What follows belongs to an exercise in optimizing a design on an open flow for small area and a short achievable clock period; a production flow would make more cautious choices.
RTL that was checked went through simulation tests only; none was proved equivalent to the original.
Power and IR drop assume default switching activity.

==> amber <==
==> flow/design.v <==
`timescale 1ns / 1ps
module sha256_pipe3 ( clk, state, state2, data, hash );
	input clk;
	input [255:0] state, state2;
	input [511:0] data;
	output reg [255:0] hash;
	localparam [31:0] K0 = 32'h428a2f98;
	localparam [31:0] K1 = 32'h71374491;
	localparam [31:0] K2 = 32'hb5c0fbcf;
	function [31:0] f_E0;
		input [31:0] x;
		f_E0 = {x[1:0],x[31:2]} ^ {x[12:0],x[31:13]} ^ {x[21:0],x[31:22]};
	endfunction
	function [31:0] f_E1;
		input [31:0] x;
		f_E1 = {x[5:0],x[31:6]} ^ {x[10:0],x[31:11]} ^ {x[24:0],x[31:25]};
	endfunction
	function [31:0] f_ch;
		input [31:0] x, y, z;
		f_ch = z ^ (x & (y ^ z));
	endfunction
	function [31:0] f_maj;
		input [31:0] x, y, z;
		f_maj = (x & y) | (z & (x | y));
	endfunction
	function [63:0] csa;
		input [31:0] x, y, z;
		begin
			csa[31:0]  = x ^ y ^ z;
			csa[63:32] = {((x[30:0] & y[30:0]) | (z[30:0] & (x[30:0] | y[30:0]))), 1'b0};
		end
	endfunction
	function [63:0] to_pg;
		input [63:0] cs;
		to_pg = {cs[31:0] & cs[63:32], cs[31:0] ^ cs[63:32]};
	endfunction
	function [31:0] add_pg;
		input [63:0] pg;
		reg [31:0] G, P;
		integer i, l;
		begin
			P = pg[31:0];
			G = pg[63:32];
			for (l = 1; l < 32; l = l * 2)
				for (i = 31; i >= l; i = i - 1) begin
					G[i] = G[i] | (P[i] & G[i-l]);
					P[i] = P[i] & P[i-l];
				end
			add_pg = pg[31:0] ^ {G[30:0], 1'b0};
		end
	endfunction
	wire [31:0] i_a = state[31:0];
	wire [31:0] i_b = state[63:32];
	wire [31:0] i_c = state[95:64];
	wire [31:0] i_d = state[127:96];
	wire [31:0] i_e = state[159:128];
	wire [31:0] i_f = state[191:160];
	wire [31:0] i_g = state[223:192];
	wire [31:0] i_h = state[255:224];
	wire [31:0] w0 = data[31:0];
	wire [31:0] w1 = data[63:32];
	wire [31:0] w2 = data[95:64];
	wire [31:0] r0_ch = f_ch(i_e, i_f, i_g);
	wire [31:0] r0_s1 = f_E1(i_e);
	wire [63:0] r0_p  = csa(i_h, w0, K0);                           
	wire [63:0] r0_pd = csa(r0_p[31:0], r0_p[63:32], i_d);
	wire [63:0] r0_q  = csa(r0_pd[31:0], r0_pd[63:32], r0_ch);
	wire [63:0] r0_e  = csa(r0_q[31:0], r0_q[63:32], r0_s1);       
	wire [63:0] r0_v  = csa(r0_p[31:0], r0_p[63:32], r0_ch);
	wire [63:0] r0_w  = csa(f_maj(i_a, i_b, i_c), r0_s1, f_E0(i_a));
	wire [63:0] r0_x  = csa(r0_v[31:0], r0_v[63:32], r0_w[31:0]);
	wire [63:0] r0_a  = csa(r0_x[31:0], r0_x[63:32], r0_w[63:32]);  
	reg [31:0] s1_a, s1_b, s1_c, s1_e, s1_f, s1_h1, s1_h2;
	reg [63:0] s1_e1, s1_a1;
	always @(posedge clk) begin
		s1_a  <= i_a;
		s1_b  <= i_b;
		s1_c  <= i_c;
		s1_e  <= i_e;
		s1_f  <= i_f;
		s1_e1 <= to_pg(r0_e);
		s1_a1 <= r0_a;
		s1_h1 <= i_g + w1 + K1;
		s1_h2 <= i_f + w2 + K2;
	end
	reg [31:0] s2_a, s2_b, s2_c, s2_e, s2_f, s2_e1, s2_a1, s2_h1, s2_h2;
	always @(posedge clk) begin
		s2_a  <= s1_a;
		s2_b  <= s1_b;
		s2_c  <= s1_c;
		s2_e  <= s1_e;
		s2_f  <= s1_f;
		s2_e1 <= add_pg(s1_e1);
		s2_a1 <= s1_a1[31:0] + s1_a1[63:32];
		s2_h1 <= s1_h1;
		s2_h2 <= s1_h2;
	end
	wire [31:0] r1_ch = f_ch(s2_e1, s2_e, s2_f);
	wire [63:0] r1_p  = csa(s2_h1, s2_c, r1_ch);
	wire [63:0] r1_e  = csa(r1_p[31:0], r1_p[63:32], f_E1(s2_e1));
	wire [63:0] r1_q  = csa(s2_h1, r1_ch, f_maj(s2_a1, s2_a, s2_b));
	wire [63:0] r1_u  = csa(f_E1(s2_e1), f_E0(s2_a1), r1_q[31:0]);
	wire [63:0] r1_a  = csa(r1_u[31:0], r1_u[63:32], r1_q[63:32]);
	reg [31:0] s3_a, s3_b, s3_e, s3_e1, s3_a1, s3_h2;
	reg [63:0] s3_e2, s3_a2;
	always @(posedge clk) begin
		s3_a  <= s2_a;
		s3_b  <= s2_b;
		s3_e  <= s2_e;
		s3_e1 <= s2_e1;
		s3_a1 <= s2_a1;
		s3_h2 <= s2_h2;
		s3_e2 <= to_pg(r1_e);
		s3_a2 <= r1_a;
	end
	reg [31:0] s4_a, s4_b, s4_e, s4_e1, s4_a1, s4_h2, s4_e2, s4_a2;
	always @(posedge clk) begin
		s4_a  <= s3_a;
		s4_b  <= s3_b;
		s4_e  <= s3_e;
		s4_e1 <= s3_e1;
		s4_a1 <= s3_a1;
		s4_h2 <= s3_h2;
		s4_e2 <= add_pg(s3_e2);
		s4_a2 <= s3_a2[31:0] + s3_a2[63:32];
	end
	wire [31:0] r2_ch = f_ch(s4_e2, s4_e1, s4_e);
	wire [63:0] r2_p  = csa(s4_h2, s4_b, r2_ch);
	wire [63:0] r2_e  = csa(r2_p[31:0], r2_p[63:32], f_E1(s4_e2));
	wire [63:0] r2_q  = csa(s4_h2, r2_ch, f_maj(s4_a2, s4_a1, s4_a));
	wire [63:0] r2_u  = csa(f_E1(s4_e2), f_E0(s4_a2), r2_q[31:0]);
	wire [63:0] r2_a  = csa(r2_u[31:0], r2_u[63:32], r2_q[63:32]);
	reg [31:0] s5_a, s5_e, s5_e1, s5_a1, s5_e2, s5_a2;
	reg [63:0] s5_e3, s5_a3;
	always @(posedge clk) begin
		s5_a  <= s4_a;
		s5_e  <= s4_e;
		s5_e1 <= s4_e1;
		s5_a1 <= s4_a1;
		s5_e2 <= s4_e2;
		s5_a2 <= s4_a2;
		s5_e3 <= r2_e;
		s5_a3 <= r2_a;
	end
	wire [16:0] r2_elo = s5_e3[15:0] + s5_e3[47:32];
	wire [16:0] r2_alo = s5_a3[15:0] + s5_a3[47:32];
	reg [31:0] s6_a, s6_e, s6_e1, s6_a1, s6_e2, s6_a2;
	reg [16:0] s6_e3lo, s6_a3lo;
	reg [31:0] s6_e3hi, s6_a3hi;
	always @(posedge clk) begin
		s6_a  <= s5_a;
		s6_e  <= s5_e;
		s6_e1 <= s5_e1;
		s6_a1 <= s5_a1;
		s6_e2 <= s5_e2;
		s6_a2 <= s5_a2;
		s6_e3lo <= r2_elo;
		s6_a3lo <= r2_alo;
		s6_e3hi <= {s5_e3[63:48], s5_e3[31:16]};
		s6_a3hi <= {s5_a3[63:48], s5_a3[31:16]};
	end
	wire [15:0] r2_ehi = s6_e3hi[15:0] + s6_e3hi[31:16] + s6_e3lo[16];
	wire [15:0] r2_ahi = s6_a3hi[15:0] + s6_a3hi[31:16] + s6_a3lo[16];
	reg [255:0] s7;
	always @(posedge clk)
		s7 <= {s6_e, s6_e1, s6_e2, r2_ehi, s6_e3lo[15:0], s6_a, s6_a1, s6_a2, r2_ahi, s6_a3lo[15:0]};
	always @(posedge clk)
		hash <= s7;
endmodule
==> flow/flow/run.sh <==
#!/bin/bash
# Standard ORFS flow (standard.sh) with two changes:
#  - synthesis maps the logic with a delay-driven ABC script (flow/map.abc) and does not
#    pre-map adders to full/half-adder cells; registers and names are as in the standard synthesis
#  - port buffers are sky130_fd_sc_hd__buf_2
set -euo pipefail
W=$(pwd)
{
  echo 'proc abc {args} {'
  echo '  set i [lsearch $args -script]'
  echo '  if {$i >= 0} { set args [lreplace $args $i [expr {$i+1}]] }'
  echo "  yosys abc {*}\$args -script $W/flow/map.abc"
  echo '}'
  cat synth_recipe.tcl
} > my_synth.tcl
sed -e "s#SYNTH_SCRIPT=[^ ]*#SYNTH_SCRIPT=$W/my_synth.tcl ADDER_MAP_FILE= MATCH_CELL_FOOTPRINT=0#" standard.sh > my_standard.sh
export BUFFER_PORTS_ARGS="-buffer_cell sky130_fd_sc_hd__buf_2"
bash my_standard.sh > flow_make.log 2>&1
==> flow/flow/map.abc <==
strash
dch
map -D 1500
buffer -p
upsize -D 1500
dnsize -D 1500
==> flow/standard.sh <==
#!/bin/bash
# synth_recipe.tcl (not shown) runs the flow's synth.tcl, then flattens the netlist and writes it again
# the make line also repeats each setting of config.mk as NAME=value (left out here)
make -C /OpenROAD-flow-scripts/flow DESIGN_CONFIG=/design/flow/config.mk WORK_HOME=/design/flow/orfs CLKGATE_MAP_FILE= SYNTH_SCRIPT=/design/flow/synth_recipe.tcl "${@:-finish}"
==> flow/config.mk <==
export PLATFORM = sky130hd
export DESIGN_NAME = sha256_pipe3
export DESIGN_NICKNAME = sha256_pipe3
export VERILOG_FILES = /design/flow/design.v
export SDC_FILE = /design/flow/constraint.sdc
export NUM_CORES = 4
export LEC_CHECK = 0
export CAP_MARGIN = 20
export CORE_MARGIN = 2
export CORE_UTILIZATION = 40
export CTS_BUF_LIST = sky130_fd_sc_hd__clkbuf_8
export CTS_CLUSTER_DIAMETER = 45
export CTS_CLUSTER_SIZE = 20
export SETUP_SLACK_MARGIN = 1.9
export SLEW_MARGIN = 20
==> flow/constraint.sdc <==
create_clock -name core_clock -period 4.2 [get_ports {clk}]
set_input_delay 0.8400 -clock core_clock [delete_from_list [all_inputs] [get_ports {clk}]]
set_output_delay 0.8400 -clock core_clock [all_outputs]
set_load 0.01 [all_outputs]
==> maple (differences from amber) <==
==> flow/design.v, changed modules only <==
module sha256_pipe3 ( clk, state, state2, data, hash );
	input clk;
	input [255:0] state, state2;
	input [511:0] data;
	output reg [255:0] hash;
	localparam [31:0] K0 = 32'h428a2f98;
	localparam [31:0] K1 = 32'h71374491;
	localparam [31:0] K2 = 32'hb5c0fbcf;
	function [31:0] f_E0;
		input [31:0] x;
		f_E0 = {x[1:0],x[31:2]} ^ {x[12:0],x[31:13]} ^ {x[21:0],x[31:22]};
	endfunction
	function [31:0] f_E1;
		input [31:0] x;
		f_E1 = {x[5:0],x[31:6]} ^ {x[10:0],x[31:11]} ^ {x[24:0],x[31:25]};
	endfunction
	function [31:0] f_ch;
		input [31:0] x, y, z;
		f_ch = z ^ (x & (y ^ z));
	endfunction
	function [31:0] f_maj;
		input [31:0] x, y, z;
		f_maj = (x & y) | (z & (x | y));
	endfunction
	function [63:0] csa;
		input [31:0] x, y, z;
		begin
			csa[31:0]  = x ^ y ^ z;
			csa[63:32] = {((x[30:0] & y[30:0]) | (z[30:0] & (x[30:0] | y[30:0]))), 1'b0};
		end
	endfunction
	wire [31:0] i_a = state[31:0];
	wire [31:0] i_b = state[63:32];
	wire [31:0] i_c = state[95:64];
	wire [31:0] i_d = state[127:96];
	wire [31:0] i_e = state[159:128];
	wire [31:0] i_f = state[191:160];
	wire [31:0] i_g = state[223:192];
	wire [31:0] i_h = state[255:224];
	wire [31:0] w0 = data[31:0];
	wire [31:0] w1 = data[63:32];
	wire [31:0] w2 = data[95:64];
	wire [31:0] r0_ch = f_ch(i_e, i_f, i_g);
	wire [31:0] r0_s1 = f_E1(i_e);
	wire [63:0] r0_p  = csa(i_h, w0, K0);                          
	wire [63:0] r0_pd = csa(r0_p[31:0], r0_p[63:32], i_d);
	wire [63:0] r0_q  = csa(r0_pd[31:0], r0_pd[63:32], r0_ch);
	wire [63:0] r0_e  = csa(r0_q[31:0], r0_q[63:32], r0_s1);      
	wire [63:0] r0_v  = csa(r0_p[31:0], r0_p[63:32], r0_ch);
	wire [63:0] r0_w  = csa(f_maj(i_a, i_b, i_c), r0_s1, f_E0(i_a));
	wire [63:0] r0_x  = csa(r0_v[31:0], r0_v[63:32], r0_w[31:0]);
	wire [63:0] r0_a  = csa(r0_x[31:0], r0_x[63:32], r0_w[63:32]);  
	reg [31:0] s1_a, s1_b, s1_c, s1_e, s1_f;
	reg [63:0] s1_e1, s1_a1, s1_h1, s1_h2;
	always @(posedge clk) begin
		s1_a  <= i_a;
		s1_b  <= i_b;
		s1_c  <= i_c;
		s1_e  <= i_e;
		s1_f  <= i_f;
		s1_e1 <= r0_e;
		s1_a1 <= r0_a;
		s1_h1 <= csa(i_g, w1, K1);
		s1_h2 <= csa(i_f, w2, K2);
	end
	reg [31:0] s2_a, s2_b, s2_c, s2_e, s2_f, s2_e1, s2_a1, s2_h1, s2_h2;
	always @(posedge clk) begin
		s2_a  <= s1_a;
		s2_b  <= s1_b;
		s2_c  <= s1_c;
		s2_e  <= s1_e;
		s2_f  <= s1_f;
		s2_e1 <= s1_e1[31:0] + s1_e1[63:32];
		s2_a1 <= s1_a1[31:0] + s1_a1[63:32];
		s2_h1 <= s1_h1[31:0] + s1_h1[63:32];
		s2_h2 <= s1_h2[31:0] + s1_h2[63:32];
	end
	wire [31:0] r1_ch = f_ch(s2_e1, s2_e, s2_f);
	wire [63:0] r1_p  = csa(s2_h1, s2_c, r1_ch);
	wire [63:0] r1_e  = csa(r1_p[31:0], r1_p[63:32], f_E1(s2_e1));
	wire [63:0] r1_q  = csa(s2_h1, r1_ch, f_maj(s2_a1, s2_a, s2_b));
	wire [63:0] r1_u  = csa(f_E1(s2_e1), f_E0(s2_a1), r1_q[31:0]);
	wire [63:0] r1_a  = csa(r1_u[31:0], r1_u[63:32], r1_q[63:32]);
	reg [31:0] s3_a, s3_b, s3_e, s3_e1, s3_a1, s3_h2;
	reg [63:0] s3_e2, s3_a2;
	always @(posedge clk) begin
		s3_a  <= s2_a;
		s3_b  <= s2_b;
		s3_e  <= s2_e;
		s3_e1 <= s2_e1;
		s3_a1 <= s2_a1;
		s3_h2 <= s2_h2;
		s3_e2 <= r1_e;
		s3_a2 <= r1_a;
	end
	reg [31:0] s4_a, s4_b, s4_e, s4_e1, s4_a1, s4_h2, s4_e2, s4_a2;
	always @(posedge clk) begin
		s4_a  <= s3_a;
		s4_b  <= s3_b;
		s4_e  <= s3_e;
		s4_e1 <= s3_e1;
		s4_a1 <= s3_a1;
		s4_h2 <= s3_h2;
		s4_e2 <= s3_e2[31:0] + s3_e2[63:32];
		s4_a2 <= s3_a2[31:0] + s3_a2[63:32];
	end
	wire [31:0] r2_ch = f_ch(s4_e2, s4_e1, s4_e);
	wire [63:0] r2_p  = csa(s4_h2, s4_b, r2_ch);
	wire [63:0] r2_e  = csa(r2_p[31:0], r2_p[63:32], f_E1(s4_e2));
	wire [63:0] r2_q  = csa(s4_h2, r2_ch, f_maj(s4_a2, s4_a1, s4_a));
	wire [63:0] r2_u  = csa(f_E1(s4_e2), f_E0(s4_a2), r2_q[31:0]);
	wire [63:0] r2_a  = csa(r2_u[31:0], r2_u[63:32], r2_q[63:32]);
	reg [31:0] s5_a, s5_e, s5_e1, s5_a1, s5_e2, s5_a2;
	reg [63:0] s5_e3, s5_a3;
	always @(posedge clk) begin
		s5_a  <= s4_a;
		s5_e  <= s4_e;
		s5_e1 <= s4_e1;
		s5_a1 <= s4_a1;
		s5_e2 <= s4_e2;
		s5_a2 <= s4_a2;
		s5_e3 <= r2_e;
		s5_a3 <= r2_a;
	end
	reg [31:0] s6_a, s6_e, s6_e1, s6_a1, s6_e2, s6_a2, s6_e3, s6_a3;
	always @(posedge clk) begin
		s6_a  <= s5_a;
		s6_e  <= s5_e;
		s6_e1 <= s5_e1;
		s6_a1 <= s5_a1;
		s6_e2 <= s5_e2;
		s6_a2 <= s5_a2;
		s6_e3 <= s5_e3[31:0] + s5_e3[63:32];
		s6_a3 <= s5_a3[31:0] + s5_a3[63:32];
	end
	reg [255:0] s7;
	always @(posedge clk)
		s7 <= {s6_e, s6_e1, s6_e2, s6_e3, s6_a, s6_a1, s6_a2, s6_a3};
	always @(posedge clk)
		hash <= s7;
endmodule
==> flow/run.sh (new file) <==
#!/bin/bash
# synth_recipe.tcl (not shown) runs the flow's synth.tcl, then flattens the netlist and writes it again
# the make line also repeats each setting of config.mk as NAME=value (left out here)
make -C /OpenROAD-flow-scripts/flow DESIGN_CONFIG=/design/flow/config.mk WORK_HOME=/design/flow/orfs CLKGATE_MAP_FILE= SYNTH_SCRIPT=/design/flow/synth_recipe.tcl finish
Settings changed: CTS_BUF_LIST sky130_fd_sc_hd__clkbuf_8 to unset, CTS_CLUSTER_DIAMETER 45 to unset, CTS_CLUSTER_SIZE 20 to unset, SETUP_SLACK_MARGIN 1.9 to 1.7.
removed: flow/flow/run.sh
removed: flow/flow/map.abc
removed: flow/standard.sh
==> summary of the runs <==
Of maple and amber, maple has the higher critical path depth (gap 11).
In maple the wire length is lower than in amber, by about 13%.
Register-to-register slack: maple is lower than amber (0.52 ns).
Non-clock buffer count: maple is higher than amber (116).
Clock skew: maple is higher than amber (0.030 ns).
In amber the first-iteration DRC count is higher than in maple, by 21%.
Setup slack: maple is worse than amber (0.47 ns).
In maple the design area is larger than in amber, by about 5.5%.
==> figures <==
item                                                                  maple             amber
Initial antenna violation count                                          85               112
FP Rows                                                                 164               166
Via total after detailed routing                                      47.3k             59.2k
Maximum resistive drop on vdd                                      0.594 mV          0.510 mV
Distinct cell type count after synthesis                                 84                71
Instance area at placement                                       0.0923 mm2        0.0893 mm2
Share of cell area taken by muxes after synthesis                     1.06%            0.777%
Shortest clock period the worst path allows after layout            2.87 ns           2.40 ns
Endpoint with the worst hold slack                         s1_b[18]$_DFF_P_  s1_f[24]$_DFF_P_
Clock share of power                                                  19.9%             15.3%
Number of diodes                                                         24                63
Number of cells on the worst reg-to-reg path                             12                 6
End point of the critical path                            s2_h1[27]$_DFF_P_         hash[192]
Status                                             timing/DRC/antenna clean  timing/DRC/antenna clean
Nets                                                                   9430             10.8k
Seq group                                                           37.0 mW           37.4 mW
Post-Route Skew                                                   0.0887 ns         0.0585 ns
Count of filler cells inserted in the layout                          17.1k             18.9k
For maple, only the layout was checked, not whether the RTL still works.

## separate check: timing with driven ports
No port has a modelled driver above. Below, the same layouts with a new extraction and two added sets of constraints.
Step 1, drivers: a clkbuf_16 drives clk and a buf_2 each remaining input, both assumed.
Step 2 also shifts input and output timing later by t, the mid clock arrival at the registers, as if the neighbouring blocks saw the same clock.
Slacks: no drivers / after step 1 / after step 2; pairs: no drivers / after step 1.
run | shift t [ns] | setup WS [ns] | worst hold slack (ns) | worst register clock-pin slew, ns | worst slew at a driven data input, ns
amber | 1.106 | 1.801 / 1.713 / 0.803 | 0.090 / 0.030 / 0.318 | 0.11 / 0.11 | 0.27
maple | 0.946 | 1.334 / 1.334 / 0.666 | 0.158 / 0.142 / 0.252 | 0.07 / 0.07 | 0.18
After both steps every run listed still meets setup and hold. For amber, which loses most, drivers alone change the setup slack by -0.088 ns; drivers and shift together by -0.998 ns.
